Background: an optimization exercise with open tools, aiming at small area and a short achievable clock period. Do not read the settings as production practice. Function was not checked in any run shown here: the RTL went through the layout flow alone.

## flow/design.v (module list and top-level ports; edited modules follow where they fit)
// module clk_ctrl: 1628 lines
// module cc_ha: 4 lines
// module cc_fa: 4 lines
module clk_ctrl
(
	input  wire        clk_i,
	input  wire        rstn_i,
	input  wire [15:0] freq,
	output wire        dds1_o,
	output wire        dds_o
);
  // ...
==> flow/flow/run.sh <==
#!/bin/bash
# The standard layout (standard.sh, all ORFS steps unchanged), except:
#  - the port buffers that buffer_ports inserts are plain sky130_fd_sc_hd__buf_1 cells
#    instead of the delay buffers it picks by default (every port is still buffered);
#  - clock tree synthesis with clkbuf_8 buffers and without dummy loads.
set -euo pipefail
export BUFFER_PORTS_ARGS="-buffer_cell sky130_fd_sc_hd__buf_1"
export CTS_ARGS="-sink_clustering_enable -repair_clock_nets -buf_list sky130_fd_sc_hd__clkbuf_8 -dont_use_dummy_load"
bash standard.sh finish > standard_make.log 2>&1
==> flow/standard.sh <==
#!/bin/bash
# synth_recipe.tcl (not shown) runs the flow's synth.tcl, then flattens the netlist and writes it again
# the make line also repeats each setting of config.mk as NAME=value (left out here)
make -C /OpenROAD-flow-scripts/flow DESIGN_CONFIG=/design/flow/config.mk WORK_HOME=/design/flow/orfs CLKGATE_MAP_FILE= SYNTH_SCRIPT=/design/flow/synth_recipe.tcl "${@:-finish}"
==> flow/config.mk <==
export PLATFORM = sky130hd
export DESIGN_NAME = clk_ctrl
export DESIGN_NICKNAME = clk_ctrl
export VERILOG_FILES = /design/flow/design.v
export SDC_FILE = /design/flow/constraint.sdc
export NUM_CORES = 4
export LEC_CHECK = 0
export CAP_MARGIN = 20
export CORE_MARGIN = 2
export CORE_UTILIZATION = 40
export CTS_BUF_LIST = sky130_fd_sc_hd__clkbuf_8
export SLEW_MARGIN = 20
export SYNTH_HIERARCHICAL = 1
==> flow/constraint.sdc <==
create_clock -name core_clock -period 70.0 [get_ports {clk_i}]
set_input_delay 14.0000 -clock core_clock [delete_from_list [all_inputs] [get_ports {clk_i}]]
set_output_delay 14.0000 -clock core_clock [all_outputs]
set_load 0.01 [all_outputs]
==> metrics.md, run 1 <==
| Metric | Value |
|---|---|
| Reg2reg end | dds1 |
| Area contributors post-synth | fa_1, dfrtp_1, ha_1 |
| Adder-cell share of the synthesized area | 74.9% |
| Most area-hungry cell type in the Yosys netlist | fa_1 |
| Commonest cells post-synth | fa_1, dfrtp_1, inv_1 |
| Pre-CTS setup slack | 54.84 ns |
| Hold Crit Depth | 2 |
| PortBufs | 19 |
| Multi-input gate area | 0.00759 mm2 |
| Die footprint | 0.0259 mm2 |
| Final setup violation count | 0 |
| Total Neg Setup Slack | 0 ns |
| Post-placement cell count | between 800 and 900 |
| Status | timing/DRC/antenna clean |
| DR WL/cell | 23.7 um |
| Max-Cap Viols | 0 |
| CTS Buf Count | 9 |
| End of the worst hold path | cnt1[31] |
| Post-CTS sizing | 0 |
| CP bufs+invs | 1 |
| R2R depth | 40 |
| Sequential area share after synthesis | 21.3% |
| Antenna violations before repair | 0 |
| Synth Area in Compound Gates | 0.990% |
==> run 2, diff against run 1 <==
--- a/flow/design.v
+++ b/flow/design.v
@@ -378,26 +378,26 @@
 wire as_334;
 wire ac_335;
 wire as_336;
 wire ac_337;
 wire as_338;
 wire ac_339;
 wire as_340;
 wire ac_341;
-wire as_342;
-wire ac_343;
+wire afg_342;
+wire afp_343;
 wire afg_344;
 wire afp_345;
 wire afg_346;
 wire afp_347;
 wire afg_348;
 wire afp_349;
-wire afg_350;
-wire afp_351;
+wire afG_350;
+wire afP_351;
 wire afG_352;
 wire afP_353;
 wire afG_354;
 wire afP_355;
 wire afG_356;
 wire afP_357;
 wire afG_358;
 wire afP_359;
@@ -408,18 +408,18 @@
 wire afG_364;
 wire afP_365;
 wire afG_366;
 wire afP_367;
 wire afG_368;
 wire afP_369;
 wire afG_370;
 wire afP_371;
-wire afG_372;
-wire afP_373;
+wire ars_372;
+wire arc_373;
 wire ars_374;
 wire arc_375;
 wire ars_376;
 wire arc_377;
 wire ars_378;
 wire arc_379;
 wire ars_380;
 wire arc_381;
@@ -1119,123 +1119,123 @@
 cc_fa uas_236 (.a(cnt[13]), .b(n_13), .c(ac_229), .s(as_236), .co(ac_237));
 cc_fa uas_238 (.a(p3s_17), .b(as_236), .c(ac_231), .s(as_238), .co(ac_239));
 cc_fa uas_240 (.a(n_55), .b(as_238), .c(p3s_47), .s(as_240), .co(ac_241));
 cc_fa uas_242 (.a(ac_233), .b(as_240), .c(ac_235), .s(as_242), .co(ac_243));
 cc_fa uas_244 (.a(cnt[14]), .b(n_14), .c(ac_237), .s(as_244), .co(ac_245));
 cc_fa uas_246 (.a(p3s_19), .b(as_244), .c(ac_239), .s(as_246), .co(ac_247));
 cc_fa uas_248 (.a(n_56), .b(as_246), .c(p3c_48), .s(as_248), .co(ac_249));
 cc_fa uas_250 (.a(n_64), .b(ac_241), .c(as_248), .s(as_250), .co(ac_251));
-cc_fa uas_252 (.a(cnt[15]), .b(n_15), .c(ac_245), .s(as_252), .co(ac_253));
-cc_fa uas_254 (.a(p3s_21), .b(as_252), .c(ac_247), .s(as_254), .co(ac_255));
-cc_fa uas_256 (.a(n_57), .b(as_254), .c(n_65), .s(as_256), .co(ac_257));
-cc_fa uas_258 (.a(ac_249), .b(as_256), .c(ac_251), .s(as_258), .co(ac_259));
+cc_fa uas_252 (.a(cnt[15]), .b(n_15), .c(pa[1]), .s(as_252), .co(ac_253));
+cc_fa uas_254 (.a(as_252), .b(ac_245), .c(p3s_21), .s(as_254), .co(ac_255));
+cc_fa uas_256 (.a(as_254), .b(ac_247), .c(n_57), .s(as_256), .co(ac_257));
+cc_fa uas_258 (.a(as_256), .b(n_65), .c(ac_249), .s(as_258), .co(ac_259));
 cc_fa uas_260 (.a(cnt[16]), .b(fr[15]), .c(ac_253), .s(as_260), .co(ac_261));
-cc_fa uas_262 (.a(p3s_23), .b(as_260), .c(ac_255), .s(as_262), .co(ac_263));
-cc_fa uas_264 (.a(n_58), .b(as_262), .c(ac_257), .s(as_264), .co(ac_265));
+cc_fa uas_262 (.a(as_260), .b(ac_255), .c(p3s_23), .s(as_262), .co(ac_263));
+cc_fa uas_264 (.a(as_262), .b(ac_257), .c(n_58), .s(as_264), .co(ac_265));
 cc_fa uas_266 (.a(cnt[17]), .b(fr[0]), .c(n_16), .s(as_266), .co(ac_267));
-cc_fa uas_268 (.a(pa[1]), .b(as_266), .c(ac_261), .s(as_268), .co(ac_269));
+cc_fa uas_268 (.a(as_266), .b(ac_261), .c(ac_263), .s(as_268), .co(ac_269));
 cc_fa uas_270 (.a(p3s_25), .b(as_268), .c(n_59), .s(as_270), .co(ac_271));
-cc_fa uas_272 (.a(ac_263), .b(as_270), .c(ac_265), .s(as_272), .co(ac_273));
-cc_fa uas_274 (.a(cnt[18]), .b(fr[1]), .c(ac_267), .s(as_274), .co(ac_275));
-cc_fa uas_276 (.a(as_274), .b(ac_269), .c(p3s_27), .s(as_276), .co(ac_277));
-cc_fa uas_278 (.a(as_276), .b(ac_271), .c(p3s_39), .s(as_278), .co(ac_279));
-cc_fa uas_280 (.a(cnt[19]), .b(fr[2]), .c(ac_275), .s(as_280), .co(ac_281));
-cc_fa uas_282 (.a(as_280), .b(ac_277), .c(p3s_29), .s(as_282), .co(ac_283));
-cc_fa uas_284 (.a(as_282), .b(n_60), .c(ac_279), .s(as_284), .co(ac_285));
-cc_fa uas_286 (.a(cnt[20]), .b(fr[3]), .c(ac_281), .s(as_286), .co(ac_287));
-cc_fa uas_288 (.a(as_286), .b(ac_283), .c(p3s_31), .s(as_288), .co(ac_289));
-cc_fa uas_290 (.a(as_288), .b(n_61), .c(ac_285), .s(as_290), .co(ac_291));
-cc_fa uas_292 (.a(cnt[21]), .b(fr[4]), .c(ac_287), .s(as_292), .co(ac_293));
-cc_fa uas_294 (.a(as_292), .b(ac_289), .c(p3s_33), .s(as_294), .co(ac_295));
-cc_fa uas_296 (.a(as_294), .b(n_62), .c(ac_291), .s(as_296), .co(ac_297));
-cc_fa uas_298 (.a(cnt[22]), .b(fr[5]), .c(ac_293), .s(as_298), .co(ac_299));
-cc_fa uas_300 (.a(as_298), .b(ac_295), .c(p3s_35), .s(as_300), .co(ac_301));
-cc_fa uas_302 (.a(as_300), .b(n_63), .c(p3s_47), .s(as_302), .co(ac_303));
-cc_fa uas_304 (.a(cnt[23]), .b(fr[6]), .c(ac_299), .s(as_304), .co(ac_305));
-cc_fa uas_306 (.a(as_304), .b(p3s_37), .c(ac_301), .s(as_306), .co(ac_307));
-cc_fa uas_308 (.a(as_306), .b(p3c_48), .c(n_64), .s(as_308), .co(ac_309));
-cc_fa uas_310 (.a(cnt[24]), .b(fr[7]), .c(ac_305), .s(as_310), .co(ac_311));
-cc_fa uas_312 (.a(as_310), .b(p3s_39), .c(ac_307), .s(as_312), .co(ac_313));
-cc_fa uas_314 (.a(as_312), .b(n_65), .c(ac_309), .s(as_314), .co(ac_315));
-cc_fa uas_316 (.a(cnt[25]), .b(fr[8]), .c(ac_311), .s(as_316), .co(ac_317));
-cc_fa uas_318 (.a(as_316), .b(n_61), .c(ac_313), .s(as_318), .co(ac_319));
-cc_fa uas_320 (.a(cnt[26]), .b(fr[9]), .c(ac_317), .s(as_320), .co(ac_321));
-cc_fa uas_322 (.a(as_320), .b(p3s_41), .c(n_62), .s(as_322), .co(ac_323));
-cc_fa uas_324 (.a(cnt[27]), .b(fr[10]), .c(ac_321), .s(as_324), .co(ac_325));
-cc_fa uas_326 (.a(as_324), .b(p3s_43), .c(ac_323), .s(as_326), .co(ac_327));
-cc_fa uas_328 (.a(cnt[28]), .b(fr[11]), .c(ac_325), .s(as_328), .co(ac_329));
-cc_fa uas_330 (.a(as_328), .b(p3s_45), .c(n_64), .s(as_330), .co(ac_331));
-cc_fa uas_332 (.a(cnt[29]), .b(fr[12]), .c(ac_329), .s(as_332), .co(ac_333));
-cc_fa uas_334 (.a(as_332), .b(n_65), .c(p3s_47), .s(as_334), .co(ac_335));
-cc_fa uas_336 (.a(cnt[30]), .b(n_14), .c(ac_333), .s(as_336), .co(ac_337));
-cc_fa uas_338 (.a(as_336), .b(p3c_48), .c(ac_335), .s(as_338), .co(ac_339));
-cc_fa uas_340 (.a(cnt[31]), .b(fr[13]), .c(n_15), .s(as_340), .co(ac_341));
-cc_fa uas_342 (.a(as_340), .b(ac_337), .c(ac_339), .s(as_342), .co(ac_343));
-assign afg_344 = p3s_29 & as_72;
-assign afp_345 = p3s_29 | as_72;
-assign afg_346 = p3s_33 & as_82;
-assign afp_347 = p3s_33 | as_82;
-assign afg_348 = ac_87 & as_90;
-assign afp_349 = ac_87 | as_90;
-assign afg_350 = ac_103 & as_108;
-assign afp_351 = ac_103 | as_108;
-assign afG_352 = 1'b0 | (as_68 & 1'b0);
-assign afP_353 = as_68 & p3s_19;
-assign afG_354 = 1'b0 | (as_78 & afg_344);
-assign afP_355 = as_78 & afp_345;
-assign afG_356 = 1'b0 | (as_86 & afg_346);
-assign afP_357 = as_86 & afp_347;
-assign afG_358 = 1'b0 | (as_96 & afg_348);
-assign afP_359 = as_96 & afp_349;
-assign afG_360 = afg_350 | (afp_351 & 1'b0);
-assign afP_361 = afp_351 & as_102;
-assign afG_362 = 1'b0 | (as_124 & 1'b0);
-assign afP_363 = as_124 & as_116;
-assign afG_364 = afG_354 | (afP_355 & afG_352);
-assign afP_365 = afP_355 & afP_353;
-assign afG_366 = afG_358 | (afP_359 & afG_356);
-assign afP_367 = afP_359 & afP_357;
-assign afG_368 = afG_362 | (afP_363 & afG_360);
-assign afP_369 = afP_363 & afP_361;
-assign afG_370 = afG_366 | (afP_367 & afG_364);
-assign afP_371 = afP_367 & afP_365;
-assign afG_372 = afG_368 | (afP_369 & afG_370);
-assign afP_373 = afP_369 & afP_371;
-cc_fa uars_374 (.a(ac_125), .b(as_132), .c(afG_372), .s(ars_374), .co(arc_375));
-cc_fa uars_376 (.a(as_140), .b(ac_133), .c(arc_375), .s(ars_376), .co(arc_377));
-cc_ha uars_378 (.a(as_150), .b(arc_377), .s(ars_378), .co(arc_379));
-cc_ha uars_380 (.a(as_160), .b(arc_379), .s(ars_380), .co(arc_381));
-cc_fa uars_382 (.a(as_168), .b(ac_161), .c(arc_381), .s(ars_382), .co(arc_383));
-cc_fa uars_384 (.a(ac_169), .b(as_176), .c(arc_383), .s(ars_384), .co(arc_385));
-cc_ha uars_386 (.a(as_186), .b(arc_385), .s(ars_386), .co(arc_387));
-cc_fa uars_388 (.a(as_194), .b(ac_187), .c(arc_387), .s(ars_388), .co(arc_389));
-cc_fa uars_390 (.a(as_202), .b(ac_195), .c(arc_389), .s(ars_390), .co(arc_391));
-cc_fa uars_392 (.a(as_208), .b(as_210), .c(arc_391), .s(ars_392), .co(arc_393));
-cc_fa uars_394 (.a(as_216), .b(as_218), .c(arc_393), .s(ars_394), .co(arc_395));
-cc_fa uars_396 (.a(ac_219), .b(as_226), .c(arc_395), .s(ars_396), .co(arc_397));
-cc_fa uars_398 (.a(ac_227), .b(as_234), .c(arc_397), .s(ars_398), .co(arc_399));
-cc_ha uars_400 (.a(as_242), .b(arc_399), .s(ars_400), .co(arc_401));
-cc_fa uars_402 (.a(as_250), .b(ac_243), .c(arc_401), .s(ars_402), .co(arc_403));
-cc_ha uars_404 (.a(as_258), .b(arc_403), .s(ars_404), .co(arc_405));
-cc_fa uars_406 (.a(as_264), .b(ac_259), .c(arc_405), .s(ars_406), .co(arc_407));
-cc_ha uars_408 (.a(as_278), .b(ac_273), .s(ars_408), .co(arc_409));
-cc_fa uars_410 (.a(p3s_41), .b(as_284), .c(arc_409), .s(ars_410), .co(arc_411));
-cc_fa uars_412 (.a(p3s_43), .b(as_290), .c(arc_411), .s(ars_412), .co(arc_413));
-cc_fa uars_414 (.a(p3s_45), .b(as_296), .c(arc_413), .s(ars_414), .co(arc_415));
-cc_fa uars_416 (.a(ac_297), .b(as_302), .c(arc_415), .s(ars_416), .co(arc_417));
-cc_fa uars_418 (.a(ac_303), .b(as_308), .c(arc_417), .s(ars_418), .co(arc_419));
-cc_ha uars_420 (.a(as_314), .b(arc_419), .s(ars_420), .co(arc_421));
-cc_fa uars_422 (.a(as_318), .b(ac_315), .c(arc_421), .s(ars_422), .co(arc_423));
-cc_fa uars_424 (.a(ac_319), .b(as_322), .c(arc_423), .s(ars_424), .co(arc_425));
-cc_fa uars_426 (.a(n_63), .b(as_326), .c(arc_425), .s(ars_426), .co(arc_427));
-cc_fa uars_428 (.a(ac_327), .b(as_330), .c(arc_427), .s(ars_428), .co(arc_429));
-cc_fa uars_430 (.a(ac_331), .b(as_334), .c(arc_429), .s(ars_430), .co(arc_431));
-cc_ha uars_432 (.a(as_338), .b(arc_431), .s(ars_432), .co(arc_433));
-cc_ha uars_434 (.a(as_342), .b(arc_433), .s(ars_434), .co(arc_435));
+cc_fa uas_272 (.a(cnt[18]), .b(fr[1]), .c(ac_267), .s(as_272), .co(ac_273));
+cc_fa uas_274 (.a(as_272), .b(ac_269), .c(p3s_27), .s(as_274), .co(ac_275));
+cc_fa uas_276 (.a(as_274), .b(ac_271), .c(p3s_39), .s(as_276), .co(ac_277));
+cc_fa uas_278 (.a(cnt[19]), .b(fr[2]), .c(ac_273), .s(as_278), .co(ac_279));
+cc_fa uas_280 (.a(as_278), .b(ac_275), .c(p3s_29), .s(as_280), .co(ac_281));
+cc_fa uas_282 (.a(as_280), .b(n_60), .c(ac_277), .s(as_282), .co(ac_283));
+cc_fa uas_284 (.a(cnt[20]), .b(fr[3]), .c(ac_279), .s(as_284), .co(ac_285));
+cc_fa uas_286 (.a(as_284), .b(ac_281), .c(p3s_31), .s(as_286), .co(ac_287));
+cc_fa uas_288 (.a(as_286), .b(n_61), .c(ac_283), .s(as_288), .co(ac_289));
+cc_fa uas_290 (.a(cnt[21]), .b(fr[4]), .c(ac_285), .s(as_290), .co(ac_291));
+cc_fa uas_292 (.a(as_290), .b(ac_287), .c(p3s_33), .s(as_292), .co(ac_293));
+cc_fa uas_294 (.a(as_292), .b(n_62), .c(ac_289), .s(as_294), .co(ac_295));
+cc_fa uas_296 (.a(cnt[22]), .b(fr[5]), .c(ac_291), .s(as_296), .co(ac_297));
+cc_fa uas_298 (.a(as_296), .b(ac_293), .c(p3s_35), .s(as_298), .co(ac_299));
+cc_fa uas_300 (.a(as_298), .b(n_63), .c(p3s_47), .s(as_300), .co(ac_301));
+cc_fa uas_302 (.a(cnt[23]), .b(fr[6]), .c(ac_297), .s(as_302), .co(ac_303));
+cc_fa uas_304 (.a(as_302), .b(p3s_37), .c(ac_299), .s(as_304), .co(ac_305));
+cc_fa uas_306 (.a(as_304), .b(p3c_48), .c(n_64), .s(as_306), .co(ac_307));
+cc_fa uas_308 (.a(cnt[24]), .b(fr[7]), .c(ac_303), .s(as_308), .co(ac_309));
+cc_fa uas_310 (.a(as_308), .b(p3s_39), .c(ac_305), .s(as_310), .co(ac_311));
+cc_fa uas_312 (.a(as_310), .b(n_65), .c(ac_307), .s(as_312), .co(ac_313));
+cc_fa uas_314 (.a(cnt[25]), .b(fr[8]), .c(ac_309), .s(as_314), .co(ac_315));
+cc_fa uas_316 (.a(as_314), .b(n_61), .c(ac_311), .s(as_316), .co(ac_317));
+cc_fa uas_318 (.a(cnt[26]), .b(fr[9]), .c(ac_315), .s(as_318), .co(ac_319));
+cc_fa uas_320 (.a(as_318), .b(p3s_41), .c(n_62), .s(as_320), .co(ac_321));
+cc_fa uas_322 (.a(cnt[27]), .b(fr[10]), .c(ac_319), .s(as_322), .co(ac_323));
+cc_fa uas_324 (.a(as_322), .b(p3s_43), .c(ac_321), .s(as_324), .co(ac_325));
+cc_fa uas_326 (.a(cnt[28]), .b(fr[11]), .c(ac_323), .s(as_326), .co(ac_327));
+cc_fa uas_328 (.a(as_326), .b(p3s_45), .c(n_64), .s(as_328), .co(ac_329));
+cc_fa uas_330 (.a(cnt[29]), .b(fr[12]), .c(ac_327), .s(as_330), .co(ac_331));
+cc_fa uas_332 (.a(as_330), .b(n_65), .c(p3s_47), .s(as_332), .co(ac_333));
+cc_fa uas_334 (.a(cnt[30]), .b(n_14), .c(ac_331), .s(as_334), .co(ac_335));
+cc_fa uas_336 (.a(as_334), .b(p3c_48), .c(ac_333), .s(as_336), .co(ac_337));
+cc_fa uas_338 (.a(cnt[31]), .b(fr[13]), .c(n_15), .s(as_338), .co(ac_339));
+cc_fa uas_340 (.a(as_338), .b(ac_335), .c(ac_337), .s(as_340), .co(ac_341));
+assign afg_342 = p3s_29 & as_72;
+assign afp_343 = p3s_29 | as_72;
+assign afg_344 = p3s_33 & as_82;
+assign afp_345 = p3s_33 | as_82;
+assign afg_346 = ac_87 & as_90;
+assign afp_347 = ac_87 | as_90;
+assign afg_348 = ac_103 & as_108;
+assign afp_349 = ac_103 | as_108;
+assign afG_350 = 1'b0 | (as_68 & 1'b0);
+assign afP_351 = as_68 & p3s_19;
+assign afG_352 = 1'b0 | (as_78 & afg_342);
+assign afP_353 = as_78 & afp_343;
+assign afG_354 = 1'b0 | (as_86 & afg_344);
+assign afP_355 = as_86 & afp_345;
+assign afG_356 = 1'b0 | (as_96 & afg_346);
+assign afP_357 = as_96 & afp_347;
+assign afG_358 = afg_348 | (afp_349 & 1'b0);
+assign afP_359 = afp_349 & as_102;
+assign afG_360 = 1'b0 | (as_124 & 1'b0);
+assign afP_361 = as_124 & as_116;
+assign afG_362 = afG_352 | (afP_353 & afG_350);
+assign afP_363 = afP_353 & afP_351;
+assign afG_364 = afG_356 | (afP_357 & afG_354);
+assign afP_365 = afP_357 & afP_355;
+assign afG_366 = afG_360 | (afP_361 & afG_358);
+assign afP_367 = afP_361 & afP_359;
+assign afG_368 = afG_364 | (afP_365 & afG_362);
+assign afP_369 = afP_365 & afP_363;
+assign afG_370 = afG_366 | (afP_367 & afG_368);
+assign afP_371 = afP_367 & afP_369;
+cc_fa uars_372 (.a(ac_125), .b(as_132), .c(afG_370), .s(ars_372), .co(arc_373));
+cc_fa uars_374 (.a(as_140), .b(ac_133), .c(arc_373), .s(ars_374), .co(arc_375));
+cc_ha uars_376 (.a(as_150), .b(arc_375), .s(ars_376), .co(arc_377));
+cc_ha uars_378 (.a(as_160), .b(arc_377), .s(ars_378), .co(arc_379));
+cc_fa uars_380 (.a(as_168), .b(ac_161), .c(arc_379), .s(ars_380), .co(arc_381));
+cc_fa uars_382 (.a(ac_169), .b(as_176), .c(arc_381), .s(ars_382), .co(arc_383));
+cc_ha uars_384 (.a(as_186), .b(arc_383), .s(ars_384), .co(arc_385));
+cc_fa uars_386 (.a(as_194), .b(ac_187), .c(arc_385), .s(ars_386), .co(arc_387));
+cc_fa uars_388 (.a(as_202), .b(ac_195), .c(arc_387), .s(ars_388), .co(arc_389));
+cc_fa uars_390 (.a(as_208), .b(as_210), .c(arc_389), .s(ars_390), .co(arc_391));
+cc_fa uars_392 (.a(as_216), .b(as_218), .c(arc_391), .s(ars_392), .co(arc_393));
+cc_fa uars_394 (.a(ac_219), .b(as_226), .c(arc_393), .s(ars_394), .co(arc_395));
+cc_fa uars_396 (.a(ac_227), .b(as_234), .c(arc_395), .s(ars_396), .co(arc_397));
+cc_ha uars_398 (.a(as_242), .b(arc_397), .s(ars_398), .co(arc_399));
+cc_fa uars_400 (.a(as_250), .b(ac_243), .c(arc_399), .s(ars_400), .co(arc_401));
+cc_ha uars_402 (.a(ac_251), .b(as_258), .s(ars_402), .co(arc_403));
+cc_fa uars_404 (.a(as_264), .b(ac_259), .c(arc_403), .s(ars_404), .co(arc_405));
+cc_fa uars_406 (.a(ac_265), .b(as_270), .c(arc_405), .s(ars_406), .co(arc_407));
+cc_ha uars_408 (.a(as_276), .b(arc_407), .s(ars_408), .co(arc_409));
+cc_fa uars_410 (.a(p3s_41), .b(as_282), .c(arc_409), .s(ars_410), .co(arc_411));
+cc_fa uars_412 (.a(p3s_43), .b(as_288), .c(arc_411), .s(ars_412), .co(arc_413));
+cc_fa uars_414 (.a(p3s_45), .b(as_294), .c(arc_413), .s(ars_414), .co(arc_415));
+cc_fa uars_416 (.a(ac_295), .b(as_300), .c(arc_415), .s(ars_416), .co(arc_417));
+cc_fa uars_418 (.a(ac_301), .b(as_306), .c(arc_417), .s(ars_418), .co(arc_419));
+cc_ha uars_420 (.a(as_312), .b(arc_419), .s(ars_420), .co(arc_421));
+cc_fa uars_422 (.a(as_316), .b(ac_313), .c(arc_421), .s(ars_422), .co(arc_423));
+cc_fa uars_424 (.a(ac_317), .b(as_320), .c(arc_423), .s(ars_424), .co(arc_425));
+cc_fa uars_426 (.a(n_63), .b(as_324), .c(arc_425), .s(ars_426), .co(arc_427));
+cc_fa uars_428 (.a(ac_325), .b(as_328), .c(arc_427), .s(ars_428), .co(arc_429));
+cc_fa uars_430 (.a(ac_329), .b(as_332), .c(arc_429), .s(ars_430), .co(arc_431));
+cc_ha uars_432 (.a(as_336), .b(arc_431), .s(ars_432), .co(arc_433));
+cc_ha uars_434 (.a(as_340), .b(arc_433), .s(ars_434), .co(arc_435));
 cc_fa uqs_436 (.a(fr[12]), .b(n_16), .c(n_4), .s(qs_436), .co(qc_437));
 cc_fa uqs_438 (.a(fr[6]), .b(n_10), .c(qs_436), .s(qs_438), .co(qc_439));
 cc_fa uqs_440 (.a(n_11), .b(n_5), .c(fr[7]), .s(qs_440), .co(qc_441));
 cc_fa uqs_442 (.a(n_14), .b(qc_437), .c(qs_440), .s(qs_442), .co(qc_443));
 cc_fa uqs_444 (.a(n_12), .b(fr[13]), .c(fr[14]), .s(qs_444), .co(qc_445));
 cc_fa uqs_446 (.a(fr[2]), .b(n_6), .c(fr[8]), .s(qs_446), .co(qc_447));
 cc_fa uqs_448 (.a(qc_441), .b(qs_444), .c(qs_446), .s(qs_448), .co(qc_449));
 cc_fa uqs_450 (.a(n_13), .b(fr[15]), .c(fr[3]), .s(qs_450), .co(qc_451));
@@ -1368,32 +1368,32 @@
 cc_fa ubs_657 (.a(cnt1[13]), .b(n_536), .c(n_538), .s(bs_657), .co(bc_658));
 cc_fa ubs_659 (.a(bs_657), .b(bc_650), .c(gq[6]), .s(bs_659), .co(bc_660));
 cc_fa ubs_661 (.a(bs_659), .b(n_544), .c(bc_652), .s(bs_661), .co(bc_662));
 cc_fa ubs_663 (.a(bc_654), .b(bs_661), .c(n_546), .s(bs_663), .co(bc_664));
 cc_fa ubs_665 (.a(cnt1[14]), .b(n_537), .c(bc_658), .s(bs_665), .co(bc_666));
 cc_fa ubs_667 (.a(n_539), .b(bs_665), .c(bc_660), .s(bs_667), .co(bc_668));
 cc_fa ubs_669 (.a(gq[7]), .b(bs_667), .c(n_545), .s(bs_669), .co(bc_670));
 cc_fa ubs_671 (.a(bc_662), .b(gq[10]), .c(bs_669), .s(bs_671), .co(bc_672));
-cc_fa ubs_673 (.a(cnt1[15]), .b(n_538), .c(n_540), .s(bs_673), .co(bc_674));
-cc_fa ubs_675 (.a(bc_666), .b(bs_673), .c(gq[8]), .s(bs_675), .co(bc_676));
-cc_fa ubs_677 (.a(bc_668), .b(bs_675), .c(bc_670), .s(bs_677), .co(bc_678));
-cc_fa ubs_679 (.a(n_546), .b(bc_672), .c(bs_677), .s(bs_679), .co(bc_680));
-cc_fa ubs_681 (.a(cnt1[16]), .b(n_539), .c(bc_674), .s(bs_681), .co(bc_682));
-cc_fa ubs_683 (.a(n_541), .b(bs_681), .c(bc_676), .s(bs_683), .co(bc_684));
-cc_fa ubs_685 (.a(n_545), .b(bs_683), .c(bc_678), .s(bs_685), .co(bc_686));
-cc_fa ubs_687 (.a(cnt1[17]), .b(pb[1]), .c(n_536), .s(bs_687), .co(bc_688));
-cc_fa ubs_689 (.a(bs_687), .b(n_540), .c(bc_682), .s(bs_689), .co(bc_690));
+cc_fa ubs_673 (.a(cnt1[15]), .b(pb[1]), .c(n_538), .s(bs_673), .co(bc_674));
+cc_fa ubs_675 (.a(bs_673), .b(n_540), .c(bc_666), .s(bs_675), .co(bc_676));
+cc_fa ubs_677 (.a(bs_675), .b(gq[8]), .c(bc_668), .s(bs_677), .co(bc_678));
+cc_fa ubs_679 (.a(bs_677), .b(bc_670), .c(n_546), .s(bs_679), .co(bc_680));
+cc_fa ubs_681 (.a(cnt1[16]), .b(bc_674), .c(n_539), .s(bs_681), .co(bc_682));
+cc_fa ubs_683 (.a(bs_681), .b(bc_676), .c(n_541), .s(bs_683), .co(bc_684));
+cc_fa ubs_685 (.a(bs_683), .b(n_545), .c(bc_678), .s(bs_685), .co(bc_686));
+cc_fa ubs_687 (.a(cnt1[17]), .b(n_536), .c(n_540), .s(bs_687), .co(bc_688));
+cc_fa ubs_689 (.a(bc_682), .b(bs_687), .c(bc_684), .s(bs_689), .co(bc_690));
 cc_fa ubs_691 (.a(n_542), .b(bs_689), .c(gq[9]), .s(bs_691), .co(bc_692));
-cc_fa ubs_693 (.a(bc_684), .b(gq[10]), .c(bs_691), .s(bs_693), .co(bc_694));
-cc_fa ubs_695 (.a(cnt1[18]), .b(bc_688), .c(n_537), .s(bs_695), .co(bc_696));
-cc_fa ubs_697 (.a(bs_695), .b(n_541), .c(bc_690), .s(bs_697), .co(bc_698));
+cc_fa ubs_693 (.a(gq[10]), .b(bc_686), .c(bs_691), .s(bs_693), .co(bc_694));
+cc_fa ubs_695 (.a(cnt1[18]), .b(n_537), .c(bc_688), .s(bs_695), .co(bc_696));
+cc_fa ubs_697 (.a(n_541), .b(bs_695), .c(bc_690), .s(bs_697), .co(bc_698));
 cc_fa ubs_699 (.a(n_543), .b(bs_697), .c(bc_692), .s(bs_699), .co(bc_700));
 cc_fa ubs_701 (.a(cnt1[19]), .b(n_536), .c(n_538), .s(bs_701), .co(bc_702));
-cc_fa ubs_703 (.a(bc_696), .b(bs_701), .c(n_542), .s(bs_703), .co(bc_704));
+cc_fa ubs_703 (.a(bs_701), .b(bc_696), .c(n_542), .s(bs_703), .co(bc_704));
 cc_fa ubs_705 (.a(bs_703), .b(gq[8]), .c(bc_698), .s(bs_705), .co(bc_706));
 cc_fa ubs_707 (.a(cnt1[20]), .b(n_537), .c(bc_702), .s(bs_707), .co(bc_708));
 cc_fa ubs_709 (.a(n_539), .b(bs_707), .c(bc_704), .s(bs_709), .co(bc_710));
 cc_fa ubs_711 (.a(n_543), .b(n_544), .c(bs_709), .s(bs_711), .co(bc_712));
 cc_fa ubs_713 (.a(n_545), .b(bc_706), .c(bs_711), .s(bs_713), .co(bc_714));
 cc_fa ubs_715 (.a(cnt1[21]), .b(gq[0]), .c(n_538), .s(bs_715), .co(bc_716));
 cc_fa ubs_717 (.a(bs_715), .b(n_540), .c(bc_708), .s(bs_717), .co(bc_718));
 cc_fa ubs_719 (.a(bs_717), .b(n_544), .c(bc_710), .s(bs_719), .co(bc_720));
@@ -1467,51 +1467,51 @@
 cc_fa ubrs_825 (.a(bs_621), .b(bc_616), .c(brc_824), .s(brs_825), .co(brc_826));
 cc_fa ubrs_827 (.a(n_546), .b(bs_627), .c(brc_826), .s(brs_827), .co(brc_828));
 cc_ha ubrs_829 (.a(bs_633), .b(brc_828), .s(brs_829), .co(brc_830));
 cc_fa ubrs_831 (.a(bs_639), .b(bc_634), .c(brc_830), .s(brs_831), .co(brc_832));
 cc_ha ubrs_833 (.a(bs_647), .b(brc_832), .s(brs_833), .co(brc_834));
 cc_ha ubrs_835 (.a(bs_655), .b(brc_834), .s(brs_835), .co(brc_836));
 cc_fa ubrs_837 (.a(bc_656), .b(bs_663), .c(brc_836), .s(brs_837), .co(brc_838));
 cc_fa ubrs_839 (.a(bc_664), .b(bs_671), .c(brc_838), .s(brs_839), .co(brc_840));
-cc_ha ubrs_841 (.a(bs_679), .b(brc_840), .s(brs_841), .co(brc_842));
-cc_fa ubrs_843 (.a(bc_680), .b(bs_685), .c(brc_842), .s(brs_843), .co(brc_844));
-cc_ha ubrs_845 (.a(bs_693), .b(bc_686), .s(brs_845), .co(brc_846));
+cc_ha ubrs_841 (.a(bc_672), .b(bs_679), .s(brs_841), .co(brc_842));
+cc_fa ubrs_843 (.a(bs_685), .b(bc_680), .c(brc_842), .s(brs_843), .co(brc_844));
+cc_ha ubrs_845 (.a(bs_693), .b(brc_844), .s(brs_845), .co(brc_846));
 cc_fa ubrs_847 (.a(bc_694), .b(bs_699), .c(brc_846), .s(brs_847), .co(brc_848));
 cc_fa ubrs_849 (.a(bs_705), .b(bc_700), .c(brc_848), .s(brs_849), .co(brc_850));
 cc_ha ubrs_851 (.a(bs_713), .b(brc_850), .s(brs_851), .co(brc_852));
 cc_fa ubrs_853 (.a(bc_714), .b(bs_721), .c(brc_852), .s(brs_853), .co(brc_854));
 cc_ha ubrs_855 (.a(bs_729), .b(brc_854), .s(brs_855), .co(brc_856));
 cc_fa ubrs_857 (.a(bs_737), .b(bc_730), .c(brc_856), .s(brs_857), .co(brc_858));
 cc_ha ubrs_859 (.a(bs_745), .b(brc_858), .s(brs_859), .co(brc_860));
 cc_fa ubrs_861 (.a(bc_746), .b(bs_751), .c(brc_860), .s(brs_861), .co(brc_862));
 cc_fa ubrs_863 (.a(bs_757), .b(bc_752), .c(brc_862), .s(brs_863), .co(brc_864));
 cc_fa ubrs_865 (.a(bc_758), .b(bs_763), .c(brc_864), .s(brs_865), .co(brc_866));
 cc_ha ubrs_867 (.a(bs_769), .b(brc_866), .s(brs_867), .co(brc_868));
 cc_fa ubrs_869 (.a(bc_770), .b(bs_773), .c(brc_868), .s(brs_869), .co(brc_870));
 cc_ha ubrs_871 (.a(bs_777), .b(brc_870), .s(brs_871), .co(brc_872));
 cc_fa ubrs_873 (.a(bs_779), .b(bc_778), .c(brc_872), .s(brs_873), .co(brc_874));
-assign cnt_n[0] = ars_374;
-assign cnt_n[1] = ars_376;
-assign cnt_n[2] = ars_378;
-assign cnt_n[3] = ars_380;
-assign cnt_n[4] = ars_382;
-assign cnt_n[5] = ars_384;
-assign cnt_n[6] = ars_386;
-assign cnt_n[7] = ars_388;
-assign cnt_n[8] = ars_390;
-assign cnt_n[9] = ars_392;
-assign cnt_n[10] = ars_394;
-assign cnt_n[11] = ars_396;
-assign cnt_n[12] = ars_398;
-assign cnt_n[13] = ars_400;
-assign cnt_n[14] = ars_402;
-assign cnt_n[15] = ars_404;
-assign cnt_n[16] = ars_406;
-assign cnt_n[17] = as_272;
+assign cnt_n[0] = ars_372;
+assign cnt_n[1] = ars_374;
+assign cnt_n[2] = ars_376;
+assign cnt_n[3] = ars_378;
+assign cnt_n[4] = ars_380;
+assign cnt_n[5] = ars_382;
+assign cnt_n[6] = ars_384;
+assign cnt_n[7] = ars_386;
+assign cnt_n[8] = ars_388;
+assign cnt_n[9] = ars_390;
+assign cnt_n[10] = ars_392;
+assign cnt_n[11] = ars_394;
+assign cnt_n[12] = ars_396;
+assign cnt_n[13] = ars_398;
+assign cnt_n[14] = ars_400;
+assign cnt_n[15] = ars_402;
+assign cnt_n[16] = ars_404;
+assign cnt_n[17] = ars_406;
 assign cnt_n[18] = ars_408;
 assign cnt_n[19] = ars_410;
 assign cnt_n[20] = ars_412;
 assign cnt_n[21] = ars_414;
 assign cnt_n[22] = ars_416;
 assign cnt_n[23] = ars_418;
 assign cnt_n[24] = ars_420;
 assign cnt_n[25] = ars_422;
@@ -1549,19 +1549,19 @@
 assign cnt1_n[25] = brs_861;
 assign cnt1_n[26] = brs_863;
 assign cnt1_n[27] = brs_865;
 assign cnt1_n[28] = brs_867;
 assign cnt1_n[29] = brs_869;
 assign cnt1_n[30] = brs_871;
 assign cnt1_n[31] = brs_873;
 assign pa_n[0] = 1'b0;
-assign pa_n[1] = arc_407;
+assign pa_n[1] = arc_401;
 assign pb_n[0] = 1'b0;
-assign pb_n[1] = brc_844;
+assign pb_n[1] = brc_840;
 assign tA_0 = cnt_n[0];
 assign tB_0 = cnt1_n[0];
 assign tA_1 = cnt_n[1];
 assign tB_1 = cnt1_n[1];
 assign tA_2 = cnt_n[2];
 assign tB_2 = cnt1_n[2];
 assign tA_3 = cnt_n[3];
 assign tB_3 = cnt1_n[3];
@@ -1616,20 +1616,20 @@
 assign tA_28 = cnt_n[28];
 assign tB_28 = cnt1_n[28];
 assign tA_29 = cnt_n[29];
 assign tB_29 = cnt1_n[29];
 assign tA_30 = cnt_n[30];
 assign tB_30 = cnt1_n[30];
 assign tA_31 = cnt_n[31];
 assign tB_31 = cnt1_n[31];
-assign dc_875 = (1'b0 & 1'b0 & (&{tA_1,tA_2,tA_3,tA_4,tA_5,tA_6,tA_7,tA_8,tA_9,tA_10,tA_11,tA_12,tA_13,tA_14,tA_15,tA_16})) | ((1'b0 | 1'b0) & (&{tA_0,tA_1,tA_2,tA_3,tA_4,tA_5,tA_6,tA_7,tA_8,tA_9,tA_10,tA_11,tA_12,tA_13,tA_14,tA_15,tA_16}));
-assign dds_n = tA_31 ^ (((pa_n[1] ^ dc_875) & (&{tA_17,tA_18,tA_19,tA_20,tA_21,tA_22,tA_23,tA_24,tA_25,tA_26,tA_27,tA_28,tA_29,tA_30})) | (pa_n[1] & dc_875 & (&{tA_18,tA_19,tA_20,tA_21,tA_22,tA_23,tA_24,tA_25,tA_26,tA_27,tA_28,tA_29,tA_30})));
-assign dc_876 = (1'b0 & 1'b0 & (&{tB_1,tB_2,tB_3,tB_4,tB_5,tB_6,tB_7,tB_8,tB_9,tB_10,tB_11,tB_12,tB_13,tB_14,tB_15,tB_16})) | ((1'b0 | 1'b0) & (&{tB_0,tB_1,tB_2,tB_3,tB_4,tB_5,tB_6,tB_7,tB_8,tB_9,tB_10,tB_11,tB_12,tB_13,tB_14,tB_15,tB_16}));
-assign dds1_n = tB_31 ^ (((pb_n[1] ^ dc_876) & (&{tB_17,tB_18,tB_19,tB_20,tB_21,tB_22,tB_23,tB_24,tB_25,tB_26,tB_27,tB_28,tB_29,tB_30})) | (pb_n[1] & dc_876 & (&{tB_18,tB_19,tB_20,tB_21,tB_22,tB_23,tB_24,tB_25,tB_26,tB_27,tB_28,tB_29,tB_30})));
+assign dc_875 = (1'b0 & 1'b0 & (&{tA_1,tA_2,tA_3,tA_4,tA_5,tA_6,tA_7,tA_8,tA_9,tA_10,tA_11,tA_12,tA_13,tA_14})) | ((1'b0 | 1'b0) & (&{tA_0,tA_1,tA_2,tA_3,tA_4,tA_5,tA_6,tA_7,tA_8,tA_9,tA_10,tA_11,tA_12,tA_13,tA_14}));
+assign dds_n = tA_31 ^ (((pa_n[1] ^ dc_875) & (&{tA_15,tA_16,tA_17,tA_18,tA_19,tA_20,tA_21,tA_22,tA_23,tA_24,tA_25,tA_26,tA_27,tA_28,tA_29,tA_30})) | (pa_n[1] & dc_875 & (&{tA_16,tA_17,tA_18,tA_19,tA_20,tA_21,tA_22,tA_23,tA_24,tA_25,tA_26,tA_27,tA_28,tA_29,tA_30})));
+assign dc_876 = (1'b0 & 1'b0 & (&{tB_1,tB_2,tB_3,tB_4,tB_5,tB_6,tB_7,tB_8,tB_9,tB_10,tB_11,tB_12,tB_13,tB_14})) | ((1'b0 | 1'b0) & (&{tB_0,tB_1,tB_2,tB_3,tB_4,tB_5,tB_6,tB_7,tB_8,tB_9,tB_10,tB_11,tB_12,tB_13,tB_14}));
+assign dds1_n = tB_31 ^ (((pb_n[1] ^ dc_876) & (&{tB_15,tB_16,tB_17,tB_18,tB_19,tB_20,tB_21,tB_22,tB_23,tB_24,tB_25,tB_26,tB_27,tB_28,tB_29,tB_30})) | (pb_n[1] & dc_876 & (&{tB_16,tB_17,tB_18,tB_19,tB_20,tB_21,tB_22,tB_23,tB_24,tB_25,tB_26,tB_27,tB_28,tB_29,tB_30})));
 endmodule
 module cc_ha (input wire a, input wire b, output wire s, output wire co);
 assign s  = a ^ b;
 assign co = a & b;
 endmodule
 module cc_fa (input wire a, input wire b, input wire c, output wire s, output wire co);
 assign s  = a ^ b ^ c;
 assign co = (a & b) | (a & c) | (b & c);
==> metrics.md, run 2 <==
| Metric | Value |
|---|---|
| Reg area | 0.00210 mm2 (unchanged) |
| DRC | 0 (unchanged) |
| Proportion of layout cells with a drive suffix above 1 | 2.77% (was 2.79%) |
| Commonest cells after routing, fill and taps aside | fa_1, dfrtp_1, inv_1 (unchanged) |
| Yosys warns | 7 (unchanged) |
| DR iter-0 viols | 303 (was 215) |
| Wirelength, routed | 21,100 um (was 21,300 um) |
| PortBufs | 19 (unchanged) |
| Crit Path Max Fanout | 1 (unchanged) |
| Post-synth top flop | dfrtp_1 (unchanged) |
| Maximum root-to-sink buffer count | 2 (unchanged) |
| Total GRT Usage | 19.1% (was 19.2%) |
| Fin. max-slew vios | 0 (unchanged) |
| Commonest cells post-synth | fa_1, dfrtp_1, inv_1 (unchanged) |
| Kind of critical path | reg2out (unchanged) |
| Mean Syn Cell Area | 18.1 um2 (was 18.2 um2) |
| Multi-input gate area | 0.00760 mm2 (was 0.00759 mm2) |
| DR WL/cell | 23.4 um (was 23.7 um) |
| Synth Cell Area | 0.00987 mm2 (was 0.00985 mm2) |
| Crit-path max cell delay | 0.39 ns (was 0.37 ns) |
| Largest net degree at the start of global routing | 46 (was 47) |
| Root Buffer | clkbuf_8 (unchanged) |
| Crit end category | output pin (unchanged) |
| First-pass GRT wire length | 36,100 um (was 36,400 um) |
| Rel. slew slack | 42.7% (was 43.2%) |
| Std-Cell Core Area | 0.0242 mm2 (unchanged) |
| Row cnt | 57 (unchanged) |
| Starting Density | 40.7% (was 40.6%) |
| Total grt overflow | 0 (unchanged) |
| Period minus WS final | 14.89 ns (was 14.86 ns) |
| Clock slew at reported path FFs | 0.08 ns (was 0.07 ns) |
| Crit path required time | 56.00 ns (about the same) |
| Buffer count from post-CTS setup fixing | 0 (unchanged) |
| Worst slew pin tran | 0.859 ns (was 0.851 ns) |
| Hold path startpoint | cnt1[31] (unchanged) |
| Vias | 4,611 (was 4,585) |
| IO Count | 20 (unchanged) |
| Reg2reg end | dds (was dds1) |
| # clock sinks | 84 (unchanged) |
| Total Neg Setup Slack | 0 ns (unchanged) |
| Final setup skew | 0.0288 ns (was 0.0226 ns) |
| Area contributors post-synth | fa_1, dfrtp_1, ha_1 (unchanged) |
| Top-area cell type share of the netlist area | 70.8% (was 70.9%) |
| Hold Crit Depth | 2 (unchanged) |
| Crit-path cells | buf_1 (unchanged) |
| CTS Buf Count | 9 (unchanged) |
| Final-layout fill cell count | 2,190 (was 2,199) |
| Final ANT Viol Nets | 0 (unchanged) |
| First-pass detailed-route iteration total | 4 (was 7) |
| RR Startpoint | fr[0] (was fr[13]) |
| Hold Buf Count CTS | 0 (unchanged) |
| Synth async-reset ratio | 100% (unchanged) |
| Chip Width | 161 um (about the same) |
| Max Fclk | 67.2 MHz (was 67.3 MHz) |
| Final setup violation count | 0 (unchanged) |
| Post-CTS sizing | 0 (unchanged) |
| Count leader, synth | fa_1 (unchanged) |
| Critical Path AT | 0.89 ns (was 0.86 ns) |
| Sequential area share after synthesis | 21.3% (about the same) |
| Final layout net count | 976 (was 972) |
| Worst-Skew Late Latency | 0.38 ns (about the same) |
| Synth cell types | 26 (unchanged) |
| RSZ-0062 raised after global routing | no (unchanged) |
| Fin. Hold Viols | 0 (unchanged) |
| Die footprint | 0.0259 mm2 (about the same) |
| Slowest-stage cell, CP | dfrtp_1 (unchanged) |
| Gate Count Post-Synth | 545 (was 541) |
| Number of flops mapped to enable cells by yosys | 0 (unchanged) |
| CP bufs+invs | 1 (unchanged) |
| Antenna diodes | 0 (unchanged) |
| Max H-tree Level | 3 (unchanged) |
| Vias in the first global route | 6,102 (was 6,214) |
| Routability cong. | 0.876 (was 0.883) |
| Yosys reg bits | 84 (unchanged) |
| Syn Nets | 941 (was 937) |
| End of the worst hold path | cnt1[31] (unchanged) |
| Antenna violations before repair | 0 (unchanged) |
| Max-Cap Viols | 0 (unchanged) |
| Top Registers | cnt1 x32, cnt x32, fr x16 (unchanged) |
| CP delay by family, top | flip-flops (unchanged) |
| Final worst path period share | 21.3% (was 21.2%) |
| Status | timing/DRC/antenna clean (unchanged) |
| Die Ht | 161 um (about the same) |
| Reg-to-reg slack, setup | 55.91 ns (was 55.50 ns) |
| R2R depth | 40 (unchanged) |
| Area Overhead vs Synth | 6.50% (was 6.51%) |
| Final Hold Slack | 0.843 ns (was 0.814 ns) |
| Vias/cell | 5.11 (about the same) |
| Hold Path Class | reg2reg (unchanged) |
| Most common cell after layout, fill and taps aside | fa_1 (unchanged) |
| CP Launch Type | flop (unchanged) |
| DP Wirelength | 17,400 um (was 17,600 um) |
| Most area-hungry cell type in the Yosys netlist | fa_1 (unchanged) |
| CTS tree | yes (unchanged) |
run 2: cell types whose count changed after synthesis, moves of 2 or more:
cell / previous run / this run
nand2_1: 2 / 4
a21oi_1: 3 / 1
nand4_1: 6 / 9
xnor2_1: 0 / 2
nor2_1: 0 / 2
xor2_1: 2 / 0
run 2: cell type report:
type	count	share of cell area, %
well taps	324	3.86
inverters	44	1.57
clock buffers	9	1.18
multi-input cells	417	72.3
repair buffers	24	1.07
flip-flops and latches	84	20.0
run 2: worst max path at each step:
stage	startpoint	end	slack [ns]	cells past startpoint
2_1_floorplan	dds1	dds1_o	55.62	0
3_3_place_gp	rstn_i	cnt1[24]	54.86	2
3_5_place_dp	rstn_i	cnt1[20]	54.81	2
4_1_cts	dds	dds_o	55.09	1
5_1_grt	rstn_i	cnt1[8]	55.06	2
6_report	dds1	dds1_o	55.11	1
run 2: stage by stage:
step / area (um2) / util, % / instances / worst slack (ns)
final: 10500 / 43.3 / 902 / 55.11
after global routing: 10500 / 43.3 / 902 / 55.06
after CTS: 10500 / 43.3 / 902 / 55.09
after detailed placement: 10400 / 42.8 / 893 / 54.81
after global placement: 10400 / 42.8 / 893 / 54.86
after floorplan: 9870 / - / 545 / 55.62
run 2: metal layers:
metal	vias to the layer above	GRT usage (%)	wire (um)
met1	2706	27.5	8820
met2	133	29.6	10300
met5	-	0	0
met4	0	5.72	584
met3	39	4.29	1440
li1	1733	-	-
run 2: per-module statistics from Yosys (local to each module, per instance):
module    flops+latches  cells  area (um2)
cc_ha                 0      1        12.5
clk_ctrl             84    167        2520
cc_fa                 0      1        20.0
run 2: worst reg2reg max path, delay by kind of cell, from the launching register on:
family	cells	cell delay (ns)
fa+ha+maj	32	12.28
simple gates	5	0.56
flops	1	0.49
buf+inv	1	0.45
compound gates	1	0.13
xor+xnor	1	0.11
run 2: cells by family (layout without fill, tap and decap cells):
group	count (synthesis)	after routing	synth area share [%]
AO/OA/AOI/OAI	13	13	0.926
XOR/XNOR	2	2	0.178
adder cells (fa/ha/maj)	380	380	74.7
buffers and inverters	44	77	1.67
flip-flops	84	84	21.3
AND/OR/NAND/NOR	22	22	1.22

-- re-timing with driven ports --
The results above use ideal ports. As a check the final layouts listed here were re-extracted and re-timed, cells and wires unchanged. Step 1 assumes that a clkbuf_16 drives the clock port and a buf_2 every other input. Step 2 moves the port delays by t, midway between the first and last clock arrival at a register: inputs arrive t later, outputs are due t later. That takes back most of the time a late clock gives input paths. Three values: no drivers, after step 1, after step 2; two values: the first two.
| run | shift t [ns] | slack for setup (ns) | worst hold slack (ns) | worst setup path at the end | worst data-port slew with drivers (ns) |
|---|---|---|---|---|---|
| run 1 | 0.409 | 55.138 / 55.096 / 54.957 | 0.814 / 0.814 / 0.814 | input, reset recovery | 0.04 |
| run 2 | 0.402 | 55.113 / 55.073 / 54.926 | 0.843 / 0.843 / 0.843 | input, reset recovery | 0.04 |
After both steps every run listed still meets setup and hold. For run 2, which loses most, drivers alone change the setup slack by -0.040 ns; drivers and shift together by -0.187 ns. Setup slack includes reset recovery checks.
